What follows belongs to an exercise in optimizing a design on an open flow for small area; a production flow would make more cautious choices.
Where RTL was checked, it was by simulation tests only, not by an equivalence proof against the original.
For runs 1 and 2, only the layout was checked, not whether the RTL still works.
Power figures rest on the tool's default switching activity, not on a simulated workload.

### design/flow/config.mk
export PLATFORM = sky130hd
export DESIGN_NAME = dso100fb
export DESIGN_NICKNAME = dso100fb
export VERILOG_FILES = /design/flow/design.v
export SDC_FILE = /design/flow/constraint.sdc
export NUM_CORES = 4
export LEC_CHECK = 0
export CAP_MARGIN = 20
export CORE_MARGIN = 2
export CORE_UTILIZATION = 40
export SLEW_MARGIN = 20
### design/flow/constraint.sdc
create_clock -name core_clock -period 10.0 [get_ports {CLK}]
set_input_delay 2.0000 -clock core_clock [delete_from_list [all_inputs] [get_ports {CLK}]]
set_output_delay 2.0000 -clock core_clock [all_outputs]
set_load 0.01 [all_outputs]
### design/flow/design.v
module dso100fb_registers (
    input CLK,
    input RST_N,
    input      [31:0] PADDR,
    input             PENABLE,
    output reg [31:0] PRDATA,
    output            PREADY,
    output            PSLVERR,
    input             PSEL,
    input      [31:0] PWDATA,
    input             PWRITE,
    output            INTR,
    output reg        START,
    output reg        STOP,
    input             STARTED,
    input             STOPPED,
    input       [1:0] STATE,
    output reg [31:0] FETCH_FB_BASE,
    output reg [22:0] FETCH_FB_LENGTH,
    output    [143:0] TIMING,
    output reg  [2:0] POL
);
    reg [1:0] isr;
    reg [1:0] imr;
    reg [23:0] creg [0:5];
    reg [23:0] pend_data;
    reg  [2:0] pcode;
    assign PREADY = 1'b1;
    assign PSLVERR = 1'b0;
    wire [3:0] idx = PADDR[5:2];
    wire       wr = PSEL & PENABLE & PWRITE;
    wire       idx_timing = (idx >= 4'd5) && (idx <= 4'd10);
    wire       phit = idx_timing && (pcode == idx[2:0]);
    genvar j;
    generate
        for(j = 0; j < 6; j = j + 1)
        begin : tregs
            localparam [2:0] CODE = (j + 5) & 7;
            always @ (posedge CLK)
                if(pcode == CODE || !RST_N)
                    creg[j] <= pend_data & {24{RST_N}};
            assign TIMING[24 * j +: 24] = creg[j];
        end
    endgenerate
    always @ (posedge CLK)
        pend_data <= { PWDATA[27:16], PWDATA[11:0] };
    always @ (posedge CLK or negedge RST_N)
        if(!RST_N)
            pcode <= 3'd3;
        else if(wr && idx_timing)
            pcode <= idx[2:0];
        else
            pcode <= 3'd3;
    reg [2:0] jsel;
    always @*
        case(idx[2:0])
        3'd5: jsel = 3'd0;
        3'd6: jsel = 3'd1;
        3'd7: jsel = 3'd2;
        3'd0: jsel = 3'd3;
        3'd1: jsel = 3'd4;
        default: jsel = 3'd5;
        endcase
    wire [23:0] tv = phit ? pend_data : creg[jsel];
    reg [31:0] rd;
    always @*
    begin
        rd = 32'b0;
        case(idx)
        4'd0: rd[3:2] = STATE;
        4'd1: rd[1:0] = isr;
        4'd2: rd[1:0] = imr;
        4'd3: rd = FETCH_FB_BASE;
        4'd4: rd[22:0] = FETCH_FB_LENGTH;
        4'd5, 4'd6, 4'd7, 4'd8, 4'd9, 4'd10:
            rd = { 4'b0, tv[23:12], 4'b0, tv[11:0] };
        4'd11: rd[2:0] = POL;
        default: ;
        endcase
    end
    always @ (posedge CLK or negedge RST_N)
        if(!RST_N)
        begin
            PRDATA <= 32'b0;
            START <= 1'b0;
            STOP <= 1'b0;
            isr <= 2'b00;
            imr <= 2'b00;
            FETCH_FB_BASE <= 32'b0;
            FETCH_FB_LENGTH <= 23'b0;
            POL <= 3'b0;
        end
        else
        begin
            START <= wr && (idx == 4'd0) && PWDATA[0];
            STOP <= wr && (idx == 4'd0) && PWDATA[1];
            if(PSEL)
                PRDATA <= rd;
            if(wr && idx == 4'd1)
                isr <= isr & PWDATA[1:0];
            else
                isr <= isr | { STOPPED, STARTED };
            if(wr && idx == 4'd2)
                imr <= PWDATA[1:0];
            if(wr && idx == 4'd3)
                FETCH_FB_BASE <= PWDATA;
            if(wr && idx == 4'd4)
                FETCH_FB_LENGTH <= PWDATA[22:0];
            if(wr && idx == 4'd11)
                POL <= PWDATA[2:0];
        end
    assign INTR = |(isr & imr);
endmodule
module dso100fb_startstop (
  input CLK,
  input RST_N,
  input START,
  input STOP,
  output STARTED,
  output STOPPED,
  output reg [1:0] STATE,
  output FETCH_EN,
  output LCD_ENABLE,
  output SYNC_ENABLE,
  input FRAME,
  output BL_ENABLE
);
    localparam S_IDLE     = 3'd0;
    localparam S_PU1      = 3'd1;
    localparam S_PU2      = 3'd2;
    localparam S_RUN      = 3'd3;
    localparam S_PD1      = 3'd4;
    localparam S_PD2      = 3'd5;
    localparam S_RUNDOWN  = 3'd6;
    reg [2:0] st;
    reg pulse;
    always @ (posedge CLK or negedge RST_N)
        if(!RST_N)
        begin
            st <= S_IDLE;
            pulse <= 1'b0;
        end
        else
        begin
            pulse <= 1'b0;
            case(st)
            S_IDLE:    if(START) st <= S_PU1;
            S_PU1:     if(FRAME) st <= S_PU2;
            S_PU2:     if(FRAME) begin st <= S_RUN; pulse <= 1'b1; end
            S_RUN:     if(STOP)  st <= S_PD1;
            S_PD1:     if(FRAME) st <= S_PD2;
            S_PD2:     if(FRAME) st <= S_RUNDOWN;
            S_RUNDOWN: if(FRAME) begin st <= S_IDLE; pulse <= 1'b1; end
            default: ;
            endcase
        end
    always @*
        case(st)
        S_IDLE:         STATE = 2'd0;
        S_PU1, S_PU2:   STATE = 2'd1;
        S_RUN:          STATE = 2'd2;
        default:        STATE = 2'd3;
        endcase
    assign LCD_ENABLE = (st != S_IDLE);
    assign SYNC_ENABLE = (st != S_IDLE);
    assign FETCH_EN = (st != S_IDLE) && (st != S_RUNDOWN);
    assign BL_ENABLE = (st == S_RUN);
    assign STARTED = pulse && (st != S_IDLE);
    assign STOPPED = pulse && (st == S_IDLE);
endmodule
module dso100fb_fetch (
  input             CLK,
  input             RST_N,
  input             FETCH_EN,
  input      [31:0] FETCH_FB_BASE,
  input      [22:0] FETCH_FB_LENGTH,
  output     [71:0] MCMD_TDATA,
  input             MCMD_TREADY,
  output reg        MCMD_TVALID,
  input       [7:0] MSTS_TDATA,
  output            MSTS_TREADY,
  input             MSTS_TVALID
);
    assign MCMD_TDATA = { 16'b0, FETCH_FB_BASE, 9'b010000001, FETCH_FB_LENGTH };
    assign MSTS_TREADY = 1'b1;
    always @ (posedge CLK or negedge RST_N)
        if(!RST_N)
            MCMD_TVALID <= 1'b0;
        else
            MCMD_TVALID <= FETCH_EN && MCMD_TREADY;
endmodule
module async_fifo (
    input             CLK,
    input             RD_RST_N,
    input             RD,
    output reg        RD_EMPTY,
    output reg        RD_VALID,
    output     [31:0] RD_DATA,
    input             WR_RST_N,
    input             WR,
    output reg        WR_FULL,
    input      [31:0] WR_DATA
);
    reg [5:0] rbin, wbin;
    reg [5:0] wq1_rbin, wq2_rbin;
    reg [5:0] rq1_wbin, rq2_wbin;
    wire wr_en = WR & ~WR_FULL;
    wire rd_en = RD & ~RD_EMPTY;
    wire [5:0] wbinnext = wbin + wr_en;
    wire [5:0] rbinnext = rbin + rd_en;
    always @ (posedge CLK or negedge WR_RST_N)
        if(!WR_RST_N)
        begin
            wbin <= 6'b0;
            { wq2_rbin, wq1_rbin } <= 12'b0;
            WR_FULL <= 1'b0;
        end
        else
        begin
            wbin <= wbinnext;
            { wq2_rbin, wq1_rbin } <= { wq1_rbin, rbin };
            WR_FULL <= (wbinnext == { ~wq2_rbin[5], wq2_rbin[4:0] });
        end
    always @ (posedge CLK or negedge RD_RST_N)
        if(!RD_RST_N)
        begin
            rbin <= 6'b0;
            { rq2_wbin, rq1_wbin } <= 12'b0;
            RD_EMPTY <= 1'b1;
            RD_VALID <= 1'b0;
        end
        else
        begin
            rbin <= rbinnext;
            { rq2_wbin, rq1_wbin } <= { rq1_wbin, wbin };
            RD_EMPTY <= (rbinnext == rq2_wbin);
            RD_VALID <= rd_en;
        end
    reg [31:0] mem [0:31];
    wire [4:0] wslot = wbin[4:0] + 5'd1;
    genvar p;
    generate
        for(p = 0; p < 32; p = p + 1)
        begin : slot
            always @ (posedge CLK)
                if(wr_en && wslot == p)
                    mem[p] <= WR_DATA;
        end
    endgenerate
    reg [31:0] rdata;
    integer k;
    always @*
    begin
        rdata = 32'b0;
        for(k = 0; k < 32; k = k + 1)
            rdata = rdata | (mem[k] & {32{RD_VALID && rbin[4:0] == k}});
    end
    assign RD_DATA = rdata;
endmodule
module dso100fb_sync (
    input        CLK,
    input        RST_N,
    input        VID_RST_N,
    input        EN,
    output reg   VID_DE,
    output reg   VID_HSYNC,
    output reg   VID_VSYNC,
    output       VIDEO_FETCH,
    output       OVERLAY_EN,
    output       OVERLAY_SYNC,
    input [143:0] TIMING,
    input   [2:0] POL,
    output       FRAME
);
    localparam H_IDLE    = 3'd0;
    localparam H_FP      = 3'd1;
    localparam H_SYNC    = 3'd2;
    localparam H_BP      = 3'd3;
    localparam H_BEFORE  = 3'd4;
    localparam H_OVERLAY = 3'd5;
    localparam H_AFTER   = 3'd6;
    localparam H_SYNC1   = 3'd7;
    localparam V_IDLE    = 3'd0;
    localparam V_FP      = 3'd1;
    localparam V_SYNC    = 3'd2;
    localparam V_BP      = 3'd3;
    localparam V_BEFORE  = 3'd4;
    localparam V_OVERLAY = 3'd5;
    localparam V_AFTER   = 3'd6;
    wire [11:0] WIDTHBEFOREOVERLAY  = TIMING[0   +: 12];
    wire [11:0] WIDTHOVERLAY        = TIMING[12  +: 12];
    wire [11:0] WIDTHAFTEROVERLAY   = TIMING[24  +: 12];
    wire [11:0] HFRONTPORCH         = TIMING[36  +: 12];
    wire [11:0] HSYNCPULSE          = TIMING[48  +: 12];
    wire [11:0] HBACKPORCH          = TIMING[60  +: 12];
    wire [11:0] HEIGHTBEFOREOVERLAY = TIMING[72  +: 12];
    wire [11:0] HEIGHTOVERLAY       = TIMING[84  +: 12];
    wire [11:0] HEIGHTAFTEROVERLAY  = TIMING[96  +: 12];
    wire [11:0] VFRONTPORCH         = TIMING[108 +: 12];
    wire [11:0] VSYNCPULSE          = TIMING[120 +: 12];
    wire [11:0] VBACKPORCH          = TIMING[132 +: 12];
    reg en_sync, en_video;
    reg [2:0] hstate;
    reg [2:0] vstate;
    reg frame;
    reg [11:0] hcounter;
    reg [11:0] vcounter;
    reg [2:0] pol_vid;
    reg frame_req;
    reg frame_sync, frame_main, frame_delayed;
    reg frame_ack_sync, frame_ack_video;
    wire line = (hstate == H_SYNC1);
    wire hsync = (hstate == H_SYNC) || (hstate == H_SYNC1);
    wire hde = hstate[2] && (hstate != H_SYNC1);
    wire h_overlay_en = (hstate == H_OVERLAY);
    wire vsync = (vstate == V_SYNC);
    wire vde = vstate[2];
    wire v_overlay_en = (vstate == V_OVERLAY);
    wire hcounter_end = !(|hcounter[11:1]);
    wire vcounter_end = !(|vcounter[11:1]);
    wire de = hde && vde;
    always @ (posedge CLK or negedge VID_RST_N)
        if(!VID_RST_N)
            pol_vid <= 3'b0;
        else
            pol_vid <= POL;
    always @ (posedge CLK or negedge VID_RST_N)
        if(!VID_RST_N)
            frame_req <= 1'b0;
        else
            frame_req <= (frame_req || frame) && !frame_ack_video;
    always @ (posedge CLK or negedge RST_N)
        if(!RST_N)
            { frame_delayed, frame_main, frame_sync } <= 3'b000;
        else
            { frame_delayed, frame_main, frame_sync } <= { frame_main, frame_sync, frame_req };
    always @ (posedge CLK or negedge VID_RST_N)
        if(!VID_RST_N)
            { frame_ack_video, frame_ack_sync } <= 2'b00;
        else
            { frame_ack_video, frame_ack_sync } <= { frame_ack_sync, frame_main };
    assign FRAME = frame_main && !frame_delayed;
    assign OVERLAY_EN = h_overlay_en && v_overlay_en;
    always @ (posedge CLK or negedge VID_RST_N)
        if(!VID_RST_N)
            { en_video, en_sync } <= 2'b00;
        else
            { en_video, en_sync } <= { en_sync, EN };
    always @ (posedge CLK or negedge VID_RST_N)
        if(!VID_RST_N)
        begin
            hstate <= H_IDLE;
            hcounter <= 12'b0;
        end
        else
        begin
            if(hcounter_end || !en_video)
                case(hstate)
                H_IDLE:
                    if(en_video)
                    begin
                        hstate <= H_FP;
                        hcounter <= HFRONTPORCH;
                    end
                H_FP:
                    if(en_video)
                    begin
                        hstate <= H_SYNC1;
                        hcounter <= HSYNCPULSE;
                    end
                    else
                        hstate <= H_IDLE;
                H_SYNC, H_SYNC1:
                begin
                    hstate <= H_BP;
                    hcounter <= HBACKPORCH;
                end
                H_BP:
                    if(|WIDTHBEFOREOVERLAY)
                    begin
                        hstate <= H_BEFORE;
                        hcounter <= WIDTHBEFOREOVERLAY;
                    end
                    else if(|WIDTHOVERLAY)
                    begin
                        hstate <= H_OVERLAY;
                        hcounter <= WIDTHOVERLAY;
                    end
                    else
                    begin
                        hstate <= H_AFTER;
                        hcounter <= WIDTHAFTEROVERLAY;
                    end
                H_BEFORE:
                    if(|WIDTHOVERLAY)
                    begin
                        hstate <= H_OVERLAY;
                        hcounter <= WIDTHOVERLAY;
                    end
                    else if(|WIDTHAFTEROVERLAY)
                    begin
                        hstate <= H_AFTER;
                        hcounter <= WIDTHAFTEROVERLAY;
                    end
                    else
                    begin
                        hstate <= H_FP;
                        hcounter <= HFRONTPORCH;
                    end
                H_OVERLAY:
                    if(|WIDTHAFTEROVERLAY)
                    begin
                        hstate <= H_AFTER;
                        hcounter <= WIDTHAFTEROVERLAY;
                    end
                    else
                    begin
                        hstate <= H_FP;
                        hcounter <= HFRONTPORCH;
                    end
                default:  
                begin
                    hstate <= H_FP;
                    hcounter <= HFRONTPORCH;
                end
                endcase
            else
            begin
                hcounter <= hcounter - 1'b1;
                if(hstate == H_SYNC1)
                    hstate <= H_SYNC;
            end
        end
    always @ (posedge CLK or negedge VID_RST_N)
        if(!VID_RST_N)
        begin
            vstate <= V_IDLE;
            vcounter <= 12'b0;
            frame <= 1'b0;
        end
        else
        begin
            frame <= 1'b0;
            if(line || !en_video)
            begin
                if(vcounter_end || !en_video)
                    case(vstate)
                    V_IDLE:
                        if(en_video)
                        begin
                            vstate <= V_FP;
                            vcounter <= HFRONTPORCH;
                        end
                    V_FP:
                    begin
                        frame <= 1'b1;
                        if(en_video)
                        begin
                            vstate <= V_SYNC;
                            vcounter <= VSYNCPULSE;
                        end
                        else
                            vstate <= V_IDLE;
                    end
                    V_SYNC:
                    begin
                        vstate <= V_BP;
                        vcounter <= VBACKPORCH;
                    end
                    V_BP:
                        if(|HEIGHTBEFOREOVERLAY)
                        begin
                            vstate <= V_BEFORE;
                            vcounter <= HEIGHTBEFOREOVERLAY;
                        end
                        else if(|HEIGHTOVERLAY)
                        begin
                            vstate <= V_OVERLAY;
                            vcounter <= HEIGHTOVERLAY;
                        end
                        else
                        begin
                            vstate <= V_AFTER;
                            vcounter <= HEIGHTAFTEROVERLAY;
                        end
                    V_BEFORE:
                        if(|HEIGHTOVERLAY)
                        begin
                            vstate <= V_OVERLAY;
                            vcounter <= HEIGHTOVERLAY;
                        end
                        else if(|HEIGHTAFTEROVERLAY)
                        begin
                            vstate <= V_AFTER;
                            vcounter <= HEIGHTAFTEROVERLAY;
                        end
                        else
                        begin
                            vstate <= V_FP;
                            vcounter <= VFRONTPORCH;
                        end
                    V_OVERLAY:
                        if(|HEIGHTAFTEROVERLAY)
                        begin
                            vstate <= V_AFTER;
                            vcounter <= HEIGHTAFTEROVERLAY;
                        end
                        else
                        begin
                            vstate <= V_FP;
                            vcounter <= VFRONTPORCH;
                        end
                    V_AFTER:
                    begin
                        vstate <= V_FP;
                        vcounter <= VFRONTPORCH;
                    end
                    default: ;
                    endcase
                else
                    vcounter <= vcounter - 1'b1;
            end
        end
    always @ (posedge CLK or negedge VID_RST_N)
        if(!VID_RST_N)
        begin
            VID_DE <= 1'b0;
            VID_HSYNC <= 1'b0;
            VID_VSYNC <= 1'b0;
        end
        else
        begin
            VID_DE <= de ^ pol_vid[0];
            VID_HSYNC <= hsync ^ pol_vid[1];
            VID_VSYNC <= vsync ^ pol_vid[2];
        end
    assign VIDEO_FETCH = de;
    assign OVERLAY_SYNC = frame;
endmodule
module dso100fb_video_mix_saturating_add (
    input [7:0] A,
    input [7:0] B,
    output [7:0] O
);
    wire [8:0] sum;
    assign sum = { 1'b0, A } + { 1'b0, B };
    assign O = sum[7:0] | { 8 { sum[8] } };
endmodule
module dso100fb_video_mix (
    input             VIDCLK,
    input             RST_N,
    input             VIDEO_VALID,
    input      [31:0] VIDEO_DATA,
    input             OVERLAY_EN,
    input             OVERLAY_VALID,
    input      [31:0] OVERLAY_DATA,
    input             DE,
    input             HSYNC,
    input             VSYNC,
    output reg [31:0] VID_DATA,
    output reg        VID_DE,
    output reg        VID_HSYNC,
    output reg        VID_VSYNC
);
    reg overlay_valid;
    reg [31:0] mix;
    wire [31:0] video_data;
    wire [31:0] overlay_data;
    wire [31:0] mixed_data;
    reg de2, hsync2, vsync2;
    always @ (posedge VIDCLK or negedge RST_N)
        if(!RST_N)
            overlay_valid <= 1'b0;
        else
            overlay_valid <= OVERLAY_EN && OVERLAY_VALID;
    assign video_data = VIDEO_DATA;
    assign overlay_data = overlay_valid ? OVERLAY_DATA : 32'b0;
    genvar byte_i;
    generate
        for(byte_i = 0; byte_i < 4; byte_i = byte_i + 1)
        begin : add_byte
            dso100fb_video_mix_saturating_add add (
                .A(video_data[(byte_i + 1) * 8 - 1:(byte_i * 8)]),
                .B(overlay_data[(byte_i + 1) * 8 - 1:(byte_i * 8)]),
                .O(mixed_data[(byte_i + 1) * 8 - 1:(byte_i * 8)])
            );
        end
    endgenerate
    always @ (posedge VIDCLK)
        mix <= mixed_data;
    always @ (posedge VIDCLK or negedge RST_N)
        if(!RST_N)
        begin
            VID_DATA <= 32'b0;
            { VID_DE, de2 } <= 2'b0;
            { VID_HSYNC, hsync2 } <= 2'b0;
            { VID_VSYNC, vsync2 } <= 2'b0;
        end
        else
        begin
            VID_DATA <= de2 ? mix : 32'b0;
            { VID_DE, de2 } <= { de2, DE };
            { VID_HSYNC, hsync2 } <= { hsync2, HSYNC };
            { VID_VSYNC, vsync2 } <= { vsync2, VSYNC };
        end
endmodule
module dso100fb (
    input         CLK,
    input         RST_N,
    input  [31:0] PADDR,
    input         PENABLE,
    output [31:0] PRDATA,
    output        PREADY,
    output        PSLVERR,
    input         PSEL,
    input  [31:0] PWDATA,
    input         PWRITE,
    output [71:0] MCMD_TDATA,
    input         MCMD_TREADY,
    output        MCMD_TVALID,
    input   [7:0] MSTS_TDATA,
    output        MSTS_TREADY,
    input         MSTS_TVALID,
    input  [31:0] MDATA_TDATA,
    output        MDATA_TREADY,
    input         MDATA_TVALID,
    output [31:0] VID_DATA,
    output        VID_DE,
    output        VID_HSYNC,
    output        VID_VSYNC,
    output        INTR,
    output        LCD_ENABLE,
    output        BL_ENABLE,
    output        OVERLAY_EN,
    input         OVERLAY_VALID,
    input  [31:0] OVERLAY_DATA,
    output        OVERLAY_SYNC,
    output        VID_RST_N
);
    wire start, stop, started, stopped;
    wire [1:0] state;
    wire fetch_en, sync_enable, frame;
    wire [31:0] fetch_fb_base;
    wire [22:0] fetch_fb_length;
    wire [143:0] timing;
    wire [2:0] pol;
    wire fifo_full, video_empty, video_fetch;
    wire de, hsync, vsync;
    wire [4:0] rd_slot;
    wire [31:0] video_pixel;
    wire video_valid;
    reg vid_rst_n;
    reg vid_rst_sync;
    always @ (posedge CLK or negedge RST_N)
        if(!RST_N)
            { vid_rst_n, vid_rst_sync } <= 2'b00;
        else
            { vid_rst_n, vid_rst_sync } <= { vid_rst_sync, 1'b1 };
    assign VID_RST_N = vid_rst_n;
    dso100fb_registers regs (
        .CLK(CLK), .RST_N(RST_N),
        .PADDR(PADDR), .PENABLE(PENABLE), .PRDATA(PRDATA), .PREADY(PREADY),
        .PSEL(PSEL), .PSLVERR(PSLVERR), .PWDATA(PWDATA), .PWRITE(PWRITE),
        .INTR(INTR),
        .START(start), .STOP(stop), .STARTED(started), .STOPPED(stopped), .STATE(state),
        .FETCH_FB_BASE(fetch_fb_base), .FETCH_FB_LENGTH(fetch_fb_length),
        .TIMING(timing), .POL(pol)
    );
    dso100fb_startstop startstop (
        .CLK(CLK), .RST_N(RST_N),
        .START(start), .STOP(stop), .STARTED(started), .STOPPED(stopped), .STATE(state),
        .FETCH_EN(fetch_en), .LCD_ENABLE(LCD_ENABLE), .SYNC_ENABLE(sync_enable),
        .FRAME(frame), .BL_ENABLE(BL_ENABLE)
    );
    dso100fb_fetch fetch (
        .CLK(CLK), .RST_N(RST_N),
        .FETCH_EN(fetch_en), .FETCH_FB_BASE(fetch_fb_base), .FETCH_FB_LENGTH(fetch_fb_length),
        .MCMD_TDATA(MCMD_TDATA), .MCMD_TREADY(MCMD_TREADY), .MCMD_TVALID(MCMD_TVALID),
        .MSTS_TDATA(MSTS_TDATA), .MSTS_TVALID(MSTS_TVALID), .MSTS_TREADY(MSTS_TREADY)
    );
    async_fifo fb_fifo (
        .CLK(CLK),
        .RD_RST_N(vid_rst_n),
        .RD(video_fetch),
        .RD_EMPTY(video_empty),
        .RD_VALID(video_valid),
        .RD_DATA(video_pixel),
        .WR_RST_N(RST_N),
        .WR(MDATA_TVALID),
        .WR_FULL(fifo_full),
        .WR_DATA(MDATA_TDATA)
    );
    assign MDATA_TREADY = !fifo_full;
    dso100fb_sync sync (
        .CLK(CLK), .RST_N(RST_N), .VID_RST_N(vid_rst_n), .EN(sync_enable),
        .VID_DE(de), .VID_HSYNC(hsync), .VID_VSYNC(vsync),
        .VIDEO_FETCH(video_fetch), .OVERLAY_EN(OVERLAY_EN), .OVERLAY_SYNC(OVERLAY_SYNC),
        .TIMING(timing), .POL(pol),
        .FRAME(frame)
    );
    dso100fb_video_mix mixer (
        .VIDCLK(CLK), .RST_N(vid_rst_n),
        .VIDEO_VALID(video_valid), .VIDEO_DATA(video_pixel),
        .OVERLAY_EN(OVERLAY_EN), .OVERLAY_VALID(OVERLAY_VALID), .OVERLAY_DATA(OVERLAY_DATA),
        .DE(de), .HSYNC(hsync), .VSYNC(vsync),
        .VID_DATA(VID_DATA), .VID_DE(VID_DE), .VID_HSYNC(VID_HSYNC), .VID_VSYNC(VID_VSYNC)
    );
endmodule
### design/flow/flow/run.sh
#!/bin/bash
set -euo pipefail
export BUFFER_PORTS_ARGS="-buffer_cell sky130_fd_sc_hd__buf_1"
bash standard.sh finish > standard_flow.log 2>&1
### design/flow/standard.sh
#!/bin/bash
# synth_recipe.tcl (not shown) runs the flow's synth.tcl, then flattens the netlist and writes it again
# the make line also repeats each setting of config.mk as NAME=value (left out here)
make -C /OpenROAD-flow-scripts/flow DESIGN_CONFIG=/design/flow/config.mk WORK_HOME=/design/flow/orfs CLKGATE_MAP_FILE= SYNTH_SCRIPT=/design/flow/synth_recipe.tcl "${@:-finish}"
==> impl_results.md, run 1 <==
* Result of the run: finished clean
* Data arrival time of the critical path at 5920 ps
* Die area at 144400 µm²
* Final setup viols at 0
* Remaining antenna violation count after routing at 0
* Crit. End Element: flip-flop
* Via count of the first global-routing pass at 35270
* Number of setup buffers added after CTS at 0
* Internal Power at 10.53 mW
* Total Wirelength at 193.1 mm
* Storage cell area at 41930 µm²
* Number of resized instances in the post-cts repair step at 0
* Via-to-Cell Ratio at 6.246
* CP Class: reg -> reg
* Number of antenna violations at the first check in global routing at 14
* Slew @ Worst Pin at 1139 ps
* Switching power at 3.892 mW
* Final worst path period need at 5288 ps
* Part of the total power dissipated in the clock network at 37.3%
* Main combinational cell family by area after synthesis: compound AO/OA/AOI/OAI gates
* Final weighted congestion of routability-driven global placement at 0.9604
* Ys flop type: edfxtp_1
* Global-route wire length before repair at 269.4 mm
* Max Freq at 0.1891 GHz
* Share of the synthesized area in compound gates (AO/OA/AOI/OAI) at 13.06%
* Launching element type of the critical path: flip-flop
* Remaining DRCs at 0
* Comb power frac at 11.4%
* Cells traversed along the worst timing path: nand4b_1 > nor2_4 > buf_4 > a22o_1 > a221oi_1 > nand3_1 > or4_1 > ha_1 > fa_1 > a21o_1 > a21oi_1 > o21bai_1 > a21oi_1 > o21a_1 > o21ai_0
* Net switching share of the total power at 26.98%
* Post-CTS Hold Fix Bufs at 0
* Num ports at 295
* Clock tree from TritonCTS: built
* Routed len/inst at 32.35 µm
* Worst slack, placed at 4600 ps
* Setup slack after layout at 4712 ps
* Largest stage delay, worst path at 680 ps
* Initial core utilization at 40.42%
* Number of slew-limit violations in the final report at 0
* Overall die height at 380.0 µm
* Syn_area_per_cell at 15.37 µm²
* PD cells at 222.0 nW/µm²
* Area Overhead vs Synth at 14.95%
* Area of the multi-input gates at 13950 µm²
* Worst slew margin relative to its limit at 24.09%
* Total number of clock tree sinks at 1453
* Total number of nets in the final design at 4157
* Row cnt at 137
* Utilization after layout at 46.46%
* CP dominant cell by count: a21oi_1
* Cell Area, Placed at 60170 µm²
* Count of flip-flops with a built-in enable after synthesis at 1168
* Layout Skew at 61.58 ps
* Number of buffers added by the clock tree synthesis step at 151
* Xor-xnor portion of the synthesized cell area at 0.7746%
* Clock slew at the register clock pins of the worst setup and hold paths at 60 ps
* Design area at 64990 µm²
* Final std cells w/o fill at 5970
* Number of DRC markers after the initial detailed-route iteration at 5235
* Clock network latency to the later pin of the worst-skew pair at 800 ps
* Horiz. Die Dim at 380.0 µm
* Leading cell type in the layout, fill and taps excluded: edfxtp_1
* Cell area after synthesis at 56540 µm²
* RSZ-0062 raised after global routing: false
* Synth Warn # at 9
* Global router's overall resource usage at 26.11%
* Worst hold path class: reg -> async
* Standard cell with the maximum stage delay on the critical path: or4_1
* Cell chosen for the clock root: clkbuf_16
* Fraction of final layout cells sized beyond drive strength 1 at 12.69%
* Worst hold margin at 248.1 ps
* Placeable core region at 139900 µm²
* Hold Violations, Final at 0
* Share of async-settable or async-resettable flops after synthesis at 15.76%
* Maximum level of the CTS H-tree at 4
* Highest ir drop seen on vdd at 0.1428 mV
* Total of flip-flops plus latches after synthesis at 1453
* Number of input and output port buffers inserted at 237
* Most used cells in the layout excluding fill and tap cells: 1168 x edfxtp_1, 494 x a22oi_1, 225 x dfrtp_1, 202 x buf_1, 156 x clkbuf_16
* Post-synthesis share of cell area spent on full adders, half adders and majority gates at 0.9826%
* Share of synthesized area occupied by flip-flops and latches at 74.16%
* Total overflow reported by the global router at 0
* Detailed-placement wirelength estimate at 109.8 mm
* Number of placed cells counting well taps at 5691
* Synth Area in Simple Gates at 7.005%
* CTS Buffer Depth at 3
* Leakage power of the design at 22.07 nW
* Final total power at 14.43 mW
* Post-synthesis instance total at 3678
* Multiplexer share of the synthesized area at 1.861%
* Largest driver fanout on the critical path at 22
* Required time at the worst-slack endpoint at 10630 ps
* Kind of cell adding the most delay to the critical path: compound AO/OA/AOI/OAI gates
* Pin count of the biggest net entering global routing at 81
* Number of distinct standard cells referenced by the synthesized netlist at 90
* Count of maximum capacitance violations at 0
* Vias after detailed routing at 37290
* Register share of total power at 51.3%
* Final period utilization at 52.88%
* Setup TNS at 0 ps
* Number of optimization iterations in the first detailed-route pass at 9
* Buf+Inv Stages, Crit Path at 1
* Count of filler cells inserted in the layout at 12230
path summary, 6_finish.rpt:
| check | from | to | slack [ps] | cells after the start |
|---|---|---|---|---|
| worst max-delay path | fb_fifo.rbin[3] | mixer.mix[5] | 4710 | 15 |
| min in group core_clock | sync.frame_ack_sync | sync.frame_ack_video | 340 | 0 |
| worst min-delay path | vid_rst_n | fb_fifo.rq1_wbin[5] | 250 | 0 |
| worst min register to register | vid_rst_n | fb_fifo.rq1_wbin[5] | 250 | 0 |
| max in group asynchronous | RST_N | startstop.st[0] | 6700 | 3 |
| worst max register to register | fb_fifo.rbin[3] | mixer.mix[5] | 4710 | 15 |
power by group through the flow:
stage | combinational (mW) | clock (mW) | sequential [mW]
6_report | 1.64 | 5.38 | 7.41
5_1_grt | 1.74 | 5.67 | 7.45
4_1_cts | 1.61 | 5.43 | 7.40
3_5_place_dp | 1.61 | 0 | 7.52
3_3_place_gp | 1.59 | 0 | 7.50
2_1_floorplan | 0.919 | 0 | 7.44
registers in the layout (all words and copies together), names as in the netlist, 12 cells and up:
name,flops
fb_fifo.mem,1024
regs.creg,144
mixer.VID_DATA,32
mixer.mix,32
regs.FETCH_FB_BASE,32
regs.PRDATA,32
regs.pend_data,24
regs.FETCH_FB_LENGTH,23
sync.hcounter,12
sync.vcounter,12
logic make-up after synthesis:
family,count (synthesis)
mux,96
fa+ha+maj,42
other cells,2
simple gates,731
buf+inv,285
xor+xnor,50
compound gates,1019
flops,1453
metal layers:
metal	global-route usage, %	part of all wire [%]
met1	36.40	40
met2	41.64	47
met3	5.040	10
met4	7.606	3.0
met5	0	0.021
Yosys cell counts, types with 30 or more instances:
master	instances	area (µm²)
nand4_1	113	706.9
a221oi_1	45	394.1
dfxtp_1	56	1121
or4_1	34	255.2
and2_1	95	594.3
a22oi_1	494	3709
mux2_2	73	822.0
xnor2_1	35	306.5
a22o_1	33	289.0
ha_1	38	475.5
dfrtp_1	226	5655
o22ai_1	30	187.7
nand2_1	91	341.6
nor3_1	40	200.2
a21oi_1	107	535.5
nand3_1	55	275.3
inv_1	54	202.7
edfxtp_1	1168	35070
nor2_1	166	623.1
o21ai_0	95	475.5
clkbuf_1	164	615.6
cell type report:
type,count,area share (%)
sequential,1453,64.52
multi-input combinational,1959,21.47
clock buffer,203,6.371
tap,1876,3.612
timing repair buffer,348,2.765
clock inverter,70,0.9126
inverter,57,0.3292
antenna,4,0.01540
==> run 2, diff against run 1 <==
--- a/design/flow/config.mk
+++ b/design/flow/config.mk
@@ -10,2 +10,3 @@
 export CORE_UTILIZATION = 40
+export CTS_BUF_LIST = sky130_fd_sc_hd__clkbuf_8
 export SLEW_MARGIN = 20
==> run 2 against run 1 <==
Routed wire length grew 0.28%. Highest routed layer unchanged. Synthesized cell count is the same. Cell count grew 2.3%. Critical path depth is the same. Sequential power is essentially flat. Combinational power is essentially flat. Clock power shrank 13%.
==> impl_results.md, run 2 <==
* Result of the run: finished clean
* Ys flop type: edfxtp_1
* Clock slew at the register clock pins of the worst setup and hold paths at 70 ps
* Share of synthesized area occupied by flip-flops and latches at 74.16%
* Initial core utilization at 40.42%
* CP dominant cell by count: a21oi_1
* Total Wirelength at 193.7 mm
* Final weighted congestion of routability-driven global placement at 0.9604
* Area Overhead vs Synth at 14.07%
* Final setup viols at 0
* Remaining DRCs at 0
* Cells on worst reg2reg path at 15
* Cells taking the most area after synthesis: edfxtp_1 62%, dfrtp_1 10%, a22oi_1 6.6%
* Clock tree from TritonCTS: built
* Setup slack on the worst flop-to-flop path at 4710 ps
* Maximum level of the CTS H-tree at 4
* Number of antenna violations at the first check in global routing at 16
* Routed len/inst at 31.71 µm
* Most frequent cells after synthesis: 1168 x edfxtp_1, 494 x a22oi_1, 226 x dfrtp_1, 166 x nor2_1, 164 x clkbuf_1
* Cell chosen for the clock root: clkbuf_8
* Total of flip-flops plus latches after synthesis at 1453
* Num ports at 295
* Synth Warn # at 9
* Layout Skew at 84.41 ps
* Highest ir drop seen on vdd at 0.1099 mV
* Data arrival time of the critical path at 6100 ps
* Number of optimization iterations in the first detailed-route pass at 9
* Total number of clock tree sinks at 1453
* Standard cell with the maximum stage delay on the critical path: or4_1
* CP Class: reg -> reg
* Syn_area_per_cell at 15.37 µm²
* Flip-flop count of the largest register, all copies and words added at 1024
* Max Freq at 0.1890 GHz
* Via count of the first global-routing pass at 35870
* Total number of nets in the final design at 4234
* RSZ-0062 raised after global routing: false
* Post-synthesis share of cell area spent on full adders, half adders and majority gates at 0.9826%
* Post-synthesis instance total at 3678
* Critical path startpoint: fb_fifo.rbin[3]
* Largest stage delay, worst path at 690 ps
* Number of distinct standard cells referenced by the synthesized netlist at 90
* Most numerous cell in the Yosys netlist: edfxtp_1
* Hold Violations, Final at 0
* Number of slew-limit violations in the final report at 0
* CTS Buffer Depth at 3
* Overall die height at 380.0 µm
* Detailed-placement wirelength estimate at 109.8 mm
* Count of maximum capacitance violations at 0
* Horiz. Die Dim at 380.0 µm
* Xor-xnor portion of the synthesized cell area at 0.7746%
* Final period utilization at 52.92%
* Number of DRC markers after the initial detailed-route iteration at 4987
* Largest registers in the final layout: fb_fifo.mem (1024), regs.creg (144)
* Cells traversed along the worst timing path: nand4b_1 > nor2_4 > buf_4 > a22o_1 > a221oi_1 > nand3_1 > or4_1 > ha_1 > fa_1 > a21o_1 > a21oi_1 > o21bai_1 > a21oi_1 > o21a_1 > o21ai_0
* Design area at 64490 µm²
* Cell area after synthesis at 56540 µm²
* Number of setup buffers added after CTS at 0
* Post-CTS Hold Fix Bufs at 0
* Share of async-settable or async-resettable flops after synthesis at 15.76%
* Number of buffers added by the clock tree synthesis step at 229
* Worst slew margin relative to its limit at 22.10%
* Launching element type of the critical path: flip-flop
* Clock network latency to the later pin of the worst-skew pair at 970 ps
* Leading area contributor after synthesis: edfxtp_1
* Cell Area, Placed at 60170 µm²
* Global-route wire length before repair at 270.1 mm
* Via-to-Cell Ratio at 6.173
* Fraction of final layout cells sized beyond drive strength 1 at 13.94%
* Row cnt at 137
* Total overflow reported by the global router at 0
* Most used cells in the layout excluding fill and tap cells: 1168 x edfxtp_1, 494 x a22oi_1, 240 x clkbuf_8, 225 x dfrtp_1, 202 x buf_1
* Remaining antenna violation count after routing at 0
* Die area at 144400 µm²
* Slew @ Worst Pin at 1169 ps
* Final total power at 13.72 mW
* Required time at the worst-slack endpoint at 10810 ps
* Number of resized instances in the post-cts repair step at 0
* Placeable core region at 139900 µm²
* Worst hold margin at 232.3 ps
* Leading cell type in the layout, fill and taps excluded: edfxtp_1
* Number of input and output port buffers inserted at 237
* Worst hold path class: reg -> async
* Leakage power of the design at 22.26 nW
* Share of the synthesized area in compound gates (AO/OA/AOI/OAI) at 13.06%
* PD cells at 212.8 nW/µm²
* Largest driver fanout on the critical path at 22
* Count of flip-flops with a built-in enable after synthesis at 1168
* Register with the most flip-flops: fb_fifo.mem
* Pin count of the biggest net entering global routing at 81
* Fraction of synthesized cell area taken by the top area cell type at 62.04%
* Critical register-to-register path endpoint: mixer.mix[5]
* Launch point of the worst reg-to-reg path: fb_fifo.rbin[3]
* Global router's overall resource usage at 26.15%
* Crit. End Element: flip-flop
* Synth Area in Simple Gates at 7.005%
* Final worst path period need at 5292 ps
* Multiplexer share of the synthesized area at 1.861%
* Setup TNS at 0 ps
* Main combinational cell family by area after synthesis: compound AO/OA/AOI/OAI gates
* Vias after detailed routing at 37700
[run 2: cell counts after synthesis]
No cell type changed its count.
[run 2: final cells by class]
| type | instances | area (µm²) |
|---|---|---|
| antenna | 6 | 15.01 |
| clock buffer | 240 | 3303 |
| clock inverter | 170 | 942.2 |
| fill | 12310 | 75380 |
| inverter | 57 | 214.0 |
| multi-input combinational | 1959 | 13950 |
| sequential | 1453 | 41930 |
| tap | 1876 | 2347 |
| timing repair buffer | 347 | 1782 |
[run 2: where the power goes]
part / leakage, nW / total (mW) / switching (mW) / internal [mW]
Clock: 2.49 / 4.68 / 2.40 / 2.27
Combinational: 5.69 / 1.64 / 1.18 / 0.457
Sequential: 14.1 / 7.41 / 0.298 / 7.11
Total: 22.3 / 13.7 / 3.88 / 9.84
[run 2: worst max path at each step]
stage,slack [ps],end,depth (start not counted)
floorplan,4760,fb_fifo.mem[4][0],4
global placement,4480,regs.PRDATA[5],8
detailed placement,4600,regs.PRDATA[4],9
CTS,4620,mixer.mix[5],15
global route,4490,mixer.mix[5],15
finish,4710,mixer.mix[5],15
[run 2: worst max-delay path: cells and delay by family (launching register included)]
kind | cells | cell delay, ps
AO/OA/AOI/OAI | 8 | 1960
adder cells (fa/ha/maj) | 2 | 750
buffers and inverters | 1 | 380
flip-flops | 1 | 530
AND/OR/NAND/NOR | 4 | 1540
[run 2: metal layers]
metal  up-vias  global-route usage [%]  part of all wire (%)
met5         -                       0                 0.035
met4        10                   8.495                   3.2
met3       386                   5.413                    11
met2      2442                   41.32                    46
met1     19380                   36.21                    39
li1      15480                       -                     -
[run 2: per-stage QoR]
step           utilization [%]  worst slack, ps  cells
3_3_place_gp             43.01             4482   5691
2_1_floorplan                -             4755   3697
3_5_place_dp             43.01             4600   5691
4_1_cts                  46.05             4624   6101
6_report                 46.11             4708   6108
5_1_grt                  46.10             4488   6106
[run 2: cells by family after synthesis]
family	count (synthesis)
compound gates	1019
fa+ha+maj	42
flops	1453
simple gates	731
buf+inv	285
xor+xnor	50
other cells	2
mux	96
==> run 3, diff against run 2 <==
--- a/design/flow/design.v
+++ b/design/flow/design.v
@@ -38,5 +38,7 @@
             localparam [2:0] CODE = (j + 5) & 7;
-            always @ (posedge CLK)
-                if(pcode == CODE || !RST_N)
-                    creg[j] <= pend_data & {24{RST_N}};
+            always @ (posedge CLK or negedge RST_N)
+                if(!RST_N)
+                    creg[j] <= 24'b0;
+                else if(pcode == CODE)
+                    creg[j] <= pend_data;
             assign TIMING[24 * j +: 24] = creg[j];
==> design/flow/run.sh (new file) <==
#!/bin/bash
# synth_recipe.tcl (not shown) runs the flow's synth.tcl, then flattens the netlist and writes it again
# the make line also repeats each setting of config.mk as NAME=value (left out here)
make -C /OpenROAD-flow-scripts/flow DESIGN_CONFIG=/design/flow/config.mk WORK_HOME=/design/flow/orfs CLKGATE_MAP_FILE= SYNTH_SCRIPT=/design/flow/synth_recipe.tcl finish
--- a/design/flow/config.mk
+++ b/design/flow/config.mk
@@ -10,3 +10,2 @@
 export CORE_UTILIZATION = 40
-export CTS_BUF_LIST = sky130_fd_sc_hd__clkbuf_8
 export SLEW_MARGIN = 20
removed: design/flow/flow/run.sh
removed: design/flow/standard.sh
==> run 3 against run 2 <==
Worst setup slack got worse by 150 ps. Synthesized cell count grew 5.9%. Largest cell class unchanged. Highest routed layer unchanged. Critical path depth is 10 lower.
==> impl_results.md, run 3 <==
* Placeable core region at 143100 µm²
* CP Class: reg -> out
* Routed len/inst at 32.65 µm
* Flip-flop count of the largest register, all copies and words added at 1024
* Count of flip-flops with a built-in enable after synthesis at 1024
* Clock network latency to the later pin of the worst-skew pair at 810 ps
* Most used cells in the layout excluding fill and tap cells: 1024 x edfxtp_1, 534 x a22oi_1, 369 x dfrtp_1, 231 x clkdlybuf4s50_1, 202 x mux2_2
* Remaining antenna violation count after routing at 0
* Highest ir drop seen on vdd at 0.2120 mV
* Final period utilization at 54.42%
* Detailed-placement wirelength estimate at 116.4 mm
* Crit. End Element: output port
* Kind of cell adding the most delay to the critical path: buffers and inverters
* Post-CTS Hold Fix Bufs at 0
* Cells taking the most area after synthesis: edfxtp_1 54%, dfrtp_1 16%, a22oi_1 7.0%
* Required time at the worst-slack endpoint at 8000 ps
* Worst slew margin relative to its limit at 26.39%
* Total number of nets in the final design at 4377
* Largest stage delay, worst path at 690 ps
* Leading area contributor after synthesis: edfxtp_1
* Number of antenna violations at the first check in global routing at 21
* Area Overhead vs Synth at 17.84%
* Result of the run: finished clean
* Final weighted congestion of routability-driven global placement at 0.9424
* Cells on worst reg2reg path at 15
* Part of the total power dissipated in the clock network at 36.7%
* Largest driver fanout on the critical path at 28
* Standard cell with the maximum stage delay on the critical path: nor2_1
* Fraction of synthesized cell area taken by the top area cell type at 53.54%
* Via count of the first global-routing pass at 36480
* Vias after detailed routing at 38580
* Number of placed cells counting well taps at 5937
* Slew @ Worst Pin at 1101 ps
* Net switching share of the total power at 28.31%
* Remaining DRCs at 0
* Clock slew at the register clock pins of the worst setup and hold paths at 60 ps
* Launch point of the worst reg-to-reg path: fb_fifo.rbin[2]
* Register with the most flip-flops: fb_fifo.mem
* Most frequent cells after synthesis: 1024 x edfxtp_1, 534 x a22oi_1, 370 x dfrtp_1, 237 x nor2_1, 202 x mux2_2
* Initial core utilization at 40.12%
* Final setup viols at 0
* Layout Skew at 60.61 ps
* Share of synthesized area occupied by flip-flops and latches at 71.75%
* Worst slack, placed at 4700 ps
* Largest registers in the final layout: fb_fifo.mem (1024), regs.creg (144)
* Fraction of final layout cells sized beyond drive strength 1 at 14.84%
* Syn_area_per_cell at 14.74 µm²
* CTS Buffer Depth at 3
* Number of input and output port buffers inserted at 237
* Total overflow reported by the global router at 0
* Hold Violations, Final at 0
* Via-to-Cell Ratio at 6.201
* Hold wc startpoint: mixer.vsync2
* Number of resized instances in the post-cts repair step at 0
* RSZ-0062 raised after global routing: false
* Buf+Inv Stages, Crit Path at 3
* Register share of total power at 48.4%
* Number of DRC markers after the initial detailed-route iteration at 5313
* Number of setup buffers added after CTS at 0
* Critical register-to-register path endpoint: mixer.mix[13]
* Num ports at 295
* Cells traversed along the worst timing path: buf_4 > inv_1 > nor2_1 > and3_1 > clkdlybuf4s50_1
* Internal Power at 10.99 mW
* Comb power frac at 14.9%
* Row cnt at 139
* Global-route wire length before repair at 284.6 mm
* Clock tree from TritonCTS: built
* Final worst path period need at 5442 ps
* Number of slew-limit violations in the final report at 0
* Number of optimization iterations in the first detailed-route pass at 6
* Final std cells w/o fill at 6221
* Worst hold path class: reg -> reg
* Horiz. Die Dim at 382.9 µm
* Cell chosen for the clock root: clkbuf_16
* Number of stages on the worst hold path at 0
* Leakage power of the design at 24.09 nW
* Count of filler cells inserted in the layout at 12280
* Post-synthesis instance total at 3895
* Total of flip-flops plus latches after synthesis at 1453
* Die area at 146600 µm²
* Data arrival time of the critical path at 3440 ps
* Global router's overall resource usage at 27.39%
* PD cells at 226.5 nW/µm²
* Maximum level of the CTS H-tree at 4
* Overall die height at 382.9 µm
* Setup slack on the worst flop-to-flop path at 4680 ps
* Count of maximum capacitance violations at 0
* Number of buffers added by the clock tree synthesis step at 154
* Total Wirelength at 203.1 mm
* Ys flop type: edfxtp_1
* Synth Warn # at 9
* Setup slack after layout at 4558 ps
* Most numerous cell in the Yosys netlist: edfxtp_1
* Setup TNS at 0 ps
* Cell area after synthesis at 57430 µm²
* Max Freq at 0.1837 GHz
* Endpoint, Worst Hold: mixer.VID_VSYNC
* Number of distinct standard cells referenced by the synthesized netlist at 90
* Switching power at 4.340 mW
* Share of async-settable or async-resettable flops after synthesis at 25.67%
* Total number of clock tree sinks at 1453
* Launching element type of the critical path: flip-flop
* Pin count of the biggest net entering global routing at 96
* Leading cell type in the layout, fill and taps excluded: edfxtp_1
run 3: area by class of cell:
class	count	area, µm²	area share [%]
Timing Repair Buffer	355	3238	4.785
Clock inverter	76	857.1	1.266
Inverter	60	225.2	0.3328
Tap cell	1903	2381	3.518
Clock buffer	204	4174	6.168
Sequential cell	1453	41210	60.90
Antenna cell	4	10.01	0.01479
Multi-Input combinational cell	2166	15580	23.02
run 3: power by group through the flow:
stage | logic (mW) | registers (mW) | clock network, mW
after global routing | 2.42 | 7.48 | 5.94
final | 2.28 | 7.42 | 5.63
after floorplan | 1.25 | 7.42 | 0
after CTS | 2.25 | 7.41 | 5.70
after detailed placement | 2.24 | 7.53 | 0
after global placement | 2.22 | 7.51 | 0
run 3: worst max-delay path by stage:
| stage | startpoint | endpoint | slack [ps] | cells after the start |
|---|---|---|---|---|
| floorplan | MDATA_TVALID | fb_fifo.mem[12][0] | 4820 | 4 |
| global placement | fb_fifo.rbin[2] | mixer.mix[13] | 4790 | 15 |
| detailed placement | fb_fifo.rbin[2] | mixer.mix[13] | 4700 | 15 |
| CTS | sync.vstate[2] | OVERLAY_EN | 4590 | 5 |
| global route | fb_fifo.rbin[2] | mixer.mix[13] | 4430 | 15 |
| finish | sync.vstate[2] | OVERLAY_EN | 4560 | 5 |
run 3: logic make-up (layout without fill, tap and decap cells):
family	count (synthesis)	after routing	synth area share, %
adder cells (fa/ha/maj)	43	43	0.9847
other	2	25	0.01308
multiplexers	225	225	4.377
buffers and inverters	295	695	2.152
AND/OR/NAND/NOR	823	823	7.338
XOR/XNOR	48	48	0.7320
AO/OA/AOI/OAI	1006	1006	12.65
flip-flops	1453	1453	71.75
run 3: through the flow:
| stage | hold slack [ps] | util (%) | power [mW] | area (µm²) |
|---|---|---|---|---|
| 4_1_cts | 344.9 | 47.28 | 15.36 | 67670 |
| 5_1_grt | 353.6 | 47.28 | 15.84 | 67670 |
| 2_1_floorplan | 331.2 | - | 8.671 | 57500 |
| 3_5_place_dp | 334.7 | 43.77 | 9.771 | 62640 |
| 6_report | 338.8 | 47.28 | 15.33 | 67670 |
| 3_3_place_gp | 333.2 | 43.76 | 9.738 | 62640 |
run 3: per-layer routing:
| layer | global-route usage [%] | up-vias | wire length (µm) |
|---|---|---|---|
| li1 | - | 15880 | - |
| met1 | 38.74 | 19890 | 81230 |
| met2 | 42.26 | 2405 | 92200 |
| met3 | 5.941 | 376 | 22850 |
| met4 | 8.472 | 16 | 6715 |
| met5 | 0 | - | 108 |
==> run 4, diff against run 3 <==
--- a/design/flow/design.v
+++ b/design/flow/design.v
@@ -38,7 +38,5 @@
             localparam [2:0] CODE = (j + 5) & 7;
-            always @ (posedge CLK or negedge RST_N)
-                if(!RST_N)
-                    creg[j] <= 24'b0;
-                else if(pcode == CODE)
-                    creg[j] <= pend_data;
+            always @ (posedge CLK)
+                if(pcode == CODE || !RST_N)
+                    creg[j] <= pend_data & {24{RST_N}};
             assign TIMING[24 * j +: 24] = creg[j];
@@ -546,5 +544,14 @@
 );
-    wire [8:0] sum;
-    assign sum = { 1'b0, A } + { 1'b0, B };
-    assign O = sum[7:0] | { 8 { sum[8] } };
+    wire [8:0] c;
+    wire [7:0] s;
+    assign c[0] = 1'b0;
+    genvar i;
+    generate
+        for(i = 0; i < 8; i = i + 1)
+        begin : rca
+            assign s[i] = A[i] ^ B[i] ^ c[i];
+            assign c[i + 1] = (A[i] & B[i]) | (c[i] & (A[i] ^ B[i]));
+        end
+    endgenerate
+    assign O = s | { 8 { c[8] } };
 endmodule
==> design/flow/flow/run.sh (new file) <==
#!/bin/bash
set -euo pipefail
export BUFFER_PORTS_ARGS="-buffer_cell sky130_fd_sc_hd__buf_1"
bash standard.sh finish > standard_flow.log 2>&1
==> design/flow/standard.sh (new file) <==
#!/bin/bash
# synth_recipe.tcl (not shown) runs the flow's synth.tcl, then flattens the netlist and writes it again
# the make line also repeats each setting of config.mk as NAME=value (left out here)
make -C /OpenROAD-flow-scripts/flow DESIGN_CONFIG=/design/flow/config.mk WORK_HOME=/design/flow/orfs CLKGATE_MAP_FILE= SYNTH_SCRIPT=/design/flow/synth_recipe.tcl "${@:-finish}"
--- a/design/flow/config.mk
+++ b/design/flow/config.mk
@@ -10,2 +10,5 @@
 export CORE_UTILIZATION = 40
+export CTS_BUF_LIST = sky130_fd_sc_hd__clkbuf_16
+export CTS_CLUSTER_DIAMETER = 80
+export CTS_CLUSTER_SIZE = 26
 export SLEW_MARGIN = 20
removed: design/flow/run.sh
==> run 4 against run 3 <==
Still clean. First-iteration DRC count fell by 6.0%. Clock skew barely moved. Sequential power barely moved. Cell count fell by 7.1%. Utilization fell by 2.5 points. Worst setup slack got worse by 1400 ps. Routed wire length fell by 7.6%. Final area fell by 7.9%. Non-clock buffer count rose by 8. Via count fell by 6.1%. Combinational power fell by 26%. Synthesized cell count fell by 7.2%. Critical path type is now reg -> reg. Critical endpoint is now mixer.mix[13]. Highest routed layer unchanged.
==> impl_results.md, run 4 <==
* Worst slew margin relative to its limit at 24.26%
* Total Wirelength at 187.7 mm
* Share of async-settable or async-resettable flops after synthesis at 15.76%
* Worst hold path class: reg -> async
* CTS Buffer Depth at 3
* Final period utilization at 68.52%
* Slew @ Worst Pin at 1132 ps
* Largest registers in the final layout: fb_fifo.mem (1024), regs.creg (144)
* Cells taking the most area after synthesis: edfxtp_1 63%, dfrtp_1 10%, a22oi_1 7.1%
* Overall die height at 378.1 µm
* Number of optimization iterations in the first detailed-route pass at 7
* Post-synthesis instance total at 3616
* Detailed-placement wirelength estimate at 110.0 mm
* Cell chosen for the clock root: clkbuf_16
* CP Class: reg -> reg
* Crit. End Element: flip-flop
* Number of DRC markers after the initial detailed-route iteration at 4994
* Global-route wire length before repair at 259.8 mm
* Leading area contributor after synthesis: edfxtp_1
* Total of flip-flops plus latches after synthesis at 1453
* Cell Area, Placed at 59840 µm²
* Most frequent cells after synthesis: 1168 x edfxtp_1, 531 x a22oi_1, 228 x nor2_1, 226 x dfrtp_1, 147 x clkbuf_1
* Die area at 142900 µm²
* PD cells at 203.1 nW/µm²
* Number of input and output port buffers inserted at 237
* Design area at 62360 µm²
* Register with the most flip-flops: fb_fifo.mem
* Syn_area_per_cell at 15.48 µm²
* Max Freq at 0.1459 GHz
* Met3 usage at 4.982%
* Hold Violations, Final at 0
* Count of flip-flops with a built-in enable after synthesis at 1168
* Number of setup buffers added after CTS at 0
* Routed len/inst at 32.48 µm
* Area Overhead vs Synth at 11.41%
* Number of slew-limit violations in the final report at 0
* Global router's overall resource usage at 25.71%
* RSZ-0062 raised after global routing: false
* Num ports at 295
* Total overflow reported by the global router at 0
* Clock tree from TritonCTS: built
* Largest driver fanout on the critical path at 19
* Row cnt at 137
* Clock slew at the register clock pins of the worst setup and hold paths at 90 ps
* Most numerous cell in the Yosys netlist: edfxtp_1
* Fraction of final layout cells sized beyond drive strength 1 at 11.99%
* Fraction of synthesized cell area taken by the top area cell type at 62.67%
* Total number of nets in the final design at 4033
* Leakage power of the design at 20.81 nW
* Highest ir drop seen on vdd at 0.1217 mV
* Grt met1 use at 36.87%
* Ys flop type: edfxtp_1
* Synth Warn # at 9
* Required time at the worst-slack endpoint at 10610 ps
* Via-to-Cell Ratio at 6.271
* Most used cells in the layout excluding fill and tap cells: 1168 x edfxtp_1, 531 x a22oi_1, 224 x dfrtp_1, 204 x buf_1, 167 x nor2_1
* Number of distinct standard cells referenced by the synthesized netlist at 86
* Setup TNS at 0 ps
* Initial core utilization at 40.21%
* Pin count of the biggest net entering global routing at 76
* Maximum level of the CTS H-tree at 3
* Final worst path period need at 6852 ps
* Clock network latency to the later pin of the worst-skew pair at 720 ps
* Global routing's busiest layer: met2
* Horiz. Die Dim at 378.1 µm
* Vias after detailed routing at 36230
* Number of buffers added by the clock tree synthesis step at 74
* Via count of the first global-routing pass at 33660
* Share of synthesized area occupied by flip-flops and latches at 74.91%
* Count of maximum capacitance violations at 0
* Setup slack on the worst flop-to-flop path at 3150 ps
* Launching element type of the critical path: flip-flop
* Cell area after synthesis at 55970 µm²
* Remaining DRCs at 0
* Layout Skew at 60.53 ps
* Final setup viols at 0
* Final weighted congestion of routability-driven global placement at 0.9793
* Number of resized instances in the post-cts repair step at 0
* Placeable core region at 139200 µm²
* Remaining antenna violation count after routing at 0
* Leading cell type in the layout, fill and taps excluded: edfxtp_1
* Flip-flop count of the largest register, all copies and words added at 1024
* Result of the run: finished clean
* Number of antenna violations at the first check in global routing at 15
* Total number of clock tree sinks at 1453
* Data arrival time of the critical path at 7470 ps
* Met2 routing resource usage after global routing at 39.45%
* Post-CTS Hold Fix Bufs at 0
==> run 4: cell types whose count changed in the layout (fill, tap and decap cells not counted), moves of 56 or more <==
cell	change
mux2_2	-132
edfxtp_1	+144
buf_1	+204
nand2_1	-56
clkbuf_16	-81
clkdlybuf4s50_1	-231
dfrtp_1	-145
==> run 4: report_power, final <==
| part | total, mW | switching [mW] | internal, mW | leakage, nW |
|---|---|---|---|---|
| registers | 7.39 | 0.327 | 7.06 | 14.1 |
| clock network | 3.59 | 2.06 | 1.53 | 1.23 |
| logic | 1.69 | 1.21 | 0.477 | 5.53 |
| total | 12.7 | 3.59 | 9.07 | 20.8 |
==> run 4: logic make-up after synthesis <==
group           count (synthesis)  synth area share [%]
flops                        1453                 74.91
compound gates                954                 12.24
fa+ha+maj                      38                 1.225
simple gates                  791                 7.471
other cells                     2               0.01342
mux                            85                 1.677
xor+xnor                       30                0.4694
buf+inv                       263                 1.994
==> run 4: layout make-up <==
type	count	area, µm²
fillers	12370	76830
flip-flops and latches	1453	41930
multi-input cells	1919	13560
well taps	1876	2347
repair buffers	363	1903
clock buffers	75	1877
clock inverters	47	575.6
inverters	39	146.4
diodes	6	15.01
==> run 4: layer usage <==
metal | up-vias | share of wire, %
met2 | 2343 | 45
met3 | 344 | 11
met5 | - | 0.0037
li1 | 14730 | -
met4 | 2 | 3.4
met1 | 18810 | 40
==> run 4: critical path, stage by stage, from the launching register on <==
cell and delay, ps:
dfrtp_1 460, nand2b_1 730, nor2_4 400, buf_4 370, a22oi_1 180, nand4_1 100, or4_1 740, ha_1 310
fa_1 460, fa_1 460, fa_1 460, fa_1 460, fa_1 420, inv_1 90, fa_1 180, inv_1 60
fa_1 510, or2_2 320
==> run 4: metrics by stage <==
| stage | std cells | total power [mW] | worst slack (ps) | hold slack [ps] | utilization (%) |
|---|---|---|---|---|---|
| floorplan | 3635 | 8.355 | 4253 | 331.2 | - |
| global route | 5774 | 13.04 | 2852 | 351.5 | 44.79 |
| detailed placement | 5649 | 9.162 | 3138 | 317.0 | 42.99 |
| global placement | 5648 | 9.127 | 3199 | 319.5 | 42.98 |
| CTS | 5771 | 12.67 | 3108 | 326.8 | 44.75 |
| finish | 5778 | 12.66 | 3148 | 303.1 | 44.80 |
==> run 4: final timing paths <==
kind / start / endpoint / depth (start not counted)
worst max register to register: fb_fifo.rbin[4] / mixer.mix[13] / 17
worst max-delay path: fb_fifo.rbin[4] / mixer.mix[13] / 17
max in group asynchronous: RST_N / regs.FETCH_FB_BASE[1] / 2
worst min register to register: vid_rst_n / fb_fifo.rq2_wbin[5] / 0
worst min-delay path: vid_rst_n / fb_fifo.rq2_wbin[5] / 0
min in group core_clock: fb_fifo.rq1_wbin[5] / fb_fifo.rq2_wbin[5] / 0
==> run 5, diff against run 4 <==
==> design/flow/config.mk (replaced) <==
export PLATFORM = sky130hd
export DESIGN_NAME = dso100fb
export DESIGN_NICKNAME = dso100fb
export VERILOG_FILES = /design/flow/design.v
export SDC_FILE = /design/flow/constraint.sdc
export NUM_CORES = 4
export LEC_CHECK = 0
export CAP_MARGIN = 5
export CORE_MARGIN = 2
export CORE_UTILIZATION = 40
export CTS_BUF_LIST = sky130_fd_sc_hd__clkbuf_8
export CTS_CLUSTER_DIAMETER = 70
export CTS_CLUSTER_SIZE = 15
export SLEW_MARGIN = 5
==> run 5 against run 4 <==
Cell count is 0.97% higher. Global-route usage is 0.096 points higher. Still clean on timing, DRC and antenna. Die area stayed put. Clock-buffer cell count is 40 higher. Worst hold slack worse by 68 ps. Final area is 0.80% lower. Routed wire length is 0.16% higher. Non-clock buffer count is 1 lower. Critical path type unchanged. Worst setup slack worse by 56 ps. Sequential cell count stayed put. Total power is 3.9% lower.
==> impl_results.md, run 5 <==
* Vias after detailed routing at 36440
* Horiz. Die Dim at 378.1 µm
* Row cnt at 137
* Detailed-placement wirelength estimate at 109.9 mm
* Largest registers in the final layout: fb_fifo.mem (1024), regs.creg (144)
* Worst hold path class: reg -> async
* Final period utilization at 69.08%
* Routed len/inst at 32.22 µm
* Standard cell with the maximum stage delay on the critical path: or4_1
* Post-synthesis instance total at 3616
* Slew @ Worst Pin at 1306 ps
* Synth Warn # at 9
* Number of input and output port buffers inserted at 237
* Largest driver fanout on the critical path at 19
* Share of async-settable or async-resettable flops after synthesis at 15.76%
* Num ports at 295
* Crit. End Element: flip-flop
* Post-CTS Hold Fix Bufs at 0
* Cell area after synthesis at 55970 µm²
* Via count of the first global-routing pass at 33920
* RSZ-0062 raised after global routing: false
* Number of setup buffers added after CTS at 0
* Kind of cell adding the most delay to the critical path: adder cells
* Most numerous cell in the Yosys netlist: edfxtp_1
* Launching element type of the critical path: flip-flop
* Most frequent cells after synthesis: 1168 x edfxtp_1, 531 x a22oi_1, 228 x nor2_1, 226 x dfrtp_1, 147 x clkbuf_1
* Register with the most flip-flops: fb_fifo.mem
* Clock tree from TritonCTS: built
* CP dominant cell by count: fa_1
* Number of slew-limit violations in the final report at 0
* Most used cells in the layout excluding fill and tap cells: 1168 x edfxtp_1, 531 x a22oi_1, 231 x buf_1, 225 x dfrtp_1, 167 x nor2_1
* Critical register-to-register path endpoint: mixer.mix[15]
* Data arrival time of the critical path at 7620 ps
* Launch point of the worst reg-to-reg path: fb_fifo.rbin[4]
* Fraction of final layout cells sized beyond drive strength 1 at 11.77%
* Worst slew margin relative to its limit at 12.95%
* Total overflow reported by the global router at 0
* Overall die height at 378.1 µm
* Setup TNS at 0 ps
* Highest ir drop seen on vdd at 0.1122 mV
* Die area at 142900 µm²
* Final weighted congestion of routability-driven global placement at 0.9793
* Number of buffers added by the clock tree synthesis step at 112
* Total Wirelength at 188.0 mm
* Cell chosen for the clock root: clkbuf_8
* Cells on worst reg2reg path at 17
* Remaining DRCs at 0
* Leading cell type in the layout, fill and taps excluded: edfxtp_1
* Ys flop type: edfxtp_1
* Count of flip-flops with a built-in enable after synthesis at 1168
* CP Class: reg -> reg
* Total number of nets in the final design at 4070
* Final setup viols at 0
* Design area at 61860 µm²
* Max Freq at 0.1448 GHz
* Setup slack on the worst flop-to-flop path at 3090 ps
* Number of optimization iterations in the first detailed-route pass at 6
* Placeable core region at 139200 µm²
* Leading area contributor after synthesis: edfxtp_1
* Number of resized instances in the post-cts repair step at 0
* Number of distinct standard cells referenced by the synthesized netlist at 86
* Flip-flop count of the largest register, all copies and words added at 1024
* Total of flip-flops plus latches after synthesis at 1453
* Required time at the worst-slack endpoint at 10710 ps
* Largest stage delay, worst path at 780 ps
* Via-to-Cell Ratio at 6.247
* Maximum level of the CTS H-tree at 3
* Syn_area_per_cell at 15.48 µm²
* Area Overhead vs Synth at 10.52%
* Fraction of synthesized cell area taken by the top area cell type at 62.67%
* PD cells at 196.7 nW/µm²
* Count of maximum capacitance violations at 0
* Clock network latency to the later pin of the worst-skew pair at 930 ps
* Global-route wire length before repair at 260.6 mm
* Cells traversed along the worst timing path: nand2b_1 > nor2_4 > buf_4 > a22oi_1 > nand4_1 > or4_1 > ha_1 > fa_1 > fa_1 > fa_1 > fa_1 > fa_1 > inv_1 > fa_1 > inv_1 > fa_1 > or2_2
* Remaining antenna violation count after routing at 0
* Clock slew at the register clock pins of the worst setup and hold paths at 90 ps
* Final worst path period need at 6908 ps
* Number of cells on the critical path at 17
* Number of DRC markers after the initial detailed-route iteration at 5037
* Leakage power of the design at 20.66 nW
* CTS Buffer Depth at 3
* Global router's overall resource usage at 25.80%
* Cells taking the most area after synthesis: edfxtp_1 63%, dfrtp_1 10%, a22oi_1 7.1%
* Buf+Inv Stages, Crit Path at 3
* Result of the run: finished clean
* Hold Violations, Final at 0
* Total number of clock tree sinks at 1453
* Layout Skew at 109.5 ps
* Initial core utilization at 40.21%
* Number of antenna violations at the first check in global routing at 19
* Pin count of the biggest net entering global routing at 76
* Cell Area, Placed at 59830 µm²
* Share of synthesized area occupied by flip-flops and latches at 74.91%
==> run 5: changes by cell type in the layout (fill, tap and decap cells not counted), moves of 2 or more <==
cell / previous run / this run
clkinv_8: 5 / 2
buf_1: 204 / 231
clkbuf_16: 75 / 0
clkbuf_8: 0 / 115
inv_16: 4 / 1
clkinv_16: 4 / 1
clkbuf_2: 31 / 5
bufinv_16: 3 / 1
inv_1: 51 / 80
==> run 5: metrics by stage <==
step / hold WS [ps] / util (%) / power [mW] / cells / setup WS [ps]
2_1_floorplan: 331.2 / - / 8.355 / 3635 / 4253
3_5_place_dp: 318.3 / 42.98 / 9.161 / 5648 / 3129
5_1_grt: 285.6 / 44.43 / 12.57 / 5830 / 2804
4_1_cts: 264.7 / 44.42 / 12.18 / 5826 / 3101
3_3_place_gp: 319.5 / 42.98 / 9.127 / 5648 / 3199
6_report: 235.2 / 44.44 / 12.16 / 5834 / 3092
==> run 5: kinds of logic (layout without fill, tap and decap cells) <==
group | count (synthesis) | after routing | share of synthesized area, %
fa+ha+maj | 38 | 38 | 1.225
buf+inv | 263 | 579 | 1.994
flops | 1453 | 1453 | 74.91
other cells | 2 | 28 | 0.01342
simple gates | 791 | 791 | 7.471
xor+xnor | 30 | 30 | 0.4694
compound gates | 954 | 954 | 12.24
mux | 85 | 85 | 1.677
==> run 5: routing by layer <==
layer / part of all wire, % / track usage (%)
met3: 12 / 5.650
met1: 40 / 36.96
met2: 45 / 39.11
met4: 3.6 / 8.314
met5: 0.018 / 0
==> run 5: area by class of cell <==
cell class,count,area (µm²)
clock inverters,63,414.1
fillers,12470,77330
flip-flops and latches,1453,41930
diodes,7,17.52
multi-input cells,1919,13560
well taps,1876,2347
inverters,39,146.4
clock buffers,115,1583
repair buffers,362,1858
==> run 5: how the worst max path moves through the flow <==
stage,from,to
after CTS,fb_fifo.rbin[4],mixer.mix[15]
after global routing,fb_fifo.rbin[4],mixer.mix[11]
after detailed placement,fb_fifo.rbin[4],mixer.mix[8]
final,fb_fifo.rbin[4],mixer.mix[15]
after floorplan,OVERLAY_DATA[0],mixer.mix[0]
after global placement,fb_fifo.rbin[4],mixer.mix[9]
==> run 5: report_power, final <==
group | leakage [nW] | internal, mW | switching, mW
clock | 1.17 | 1.12 | 1.98
sequential | 14.1 | 7.06 | 0.325
combinational | 5.44 | 0.475 | 1.20

## separate check: timing with driven ports
Ports are ideal in the flow. The routed layouts listed here were re-timed in OpenROAD. Step 1 assumes that a clkbuf_16 drives the clock port and a buf_2 every other input. Step 2, shift: input delay + t, output delay - t, t = (earliest + latest rising clock arrival at the registers) / 2. This alone moves slack from input paths to output paths. Three values: ideal ports, drivers, drivers and shift; two values: the first two.
run	t, ns	setup slack, ns	hold slack, ns	worst register clock-pin slew, ns
run 1	0.841	4.712 / 4.712 / 4.508	0.248 / 0.248 / 0.248	0.07 / 0.07
run 2	1.014	4.708 / 4.708 / 4.525	0.232 / 0.232 / 0.232	0.07 / 0.07
run 3	0.850	4.558 / 4.487 / 4.680	0.339 / 0.339 / 0.339	0.06 / 0.06
run 4	0.769	3.148 / 3.148 / 3.148	0.303 / 0.303 / 0.303	0.10 / 0.10
run 5	0.942	3.092 / 3.092 / 3.092	0.235 / 0.235 / 0.235	0.11 / 0.11
After both steps every run listed still meets setup and hold. The setup slack of run 1, which loses most, moves by 0.000 ns with the drivers and by -0.204 ns with both steps.
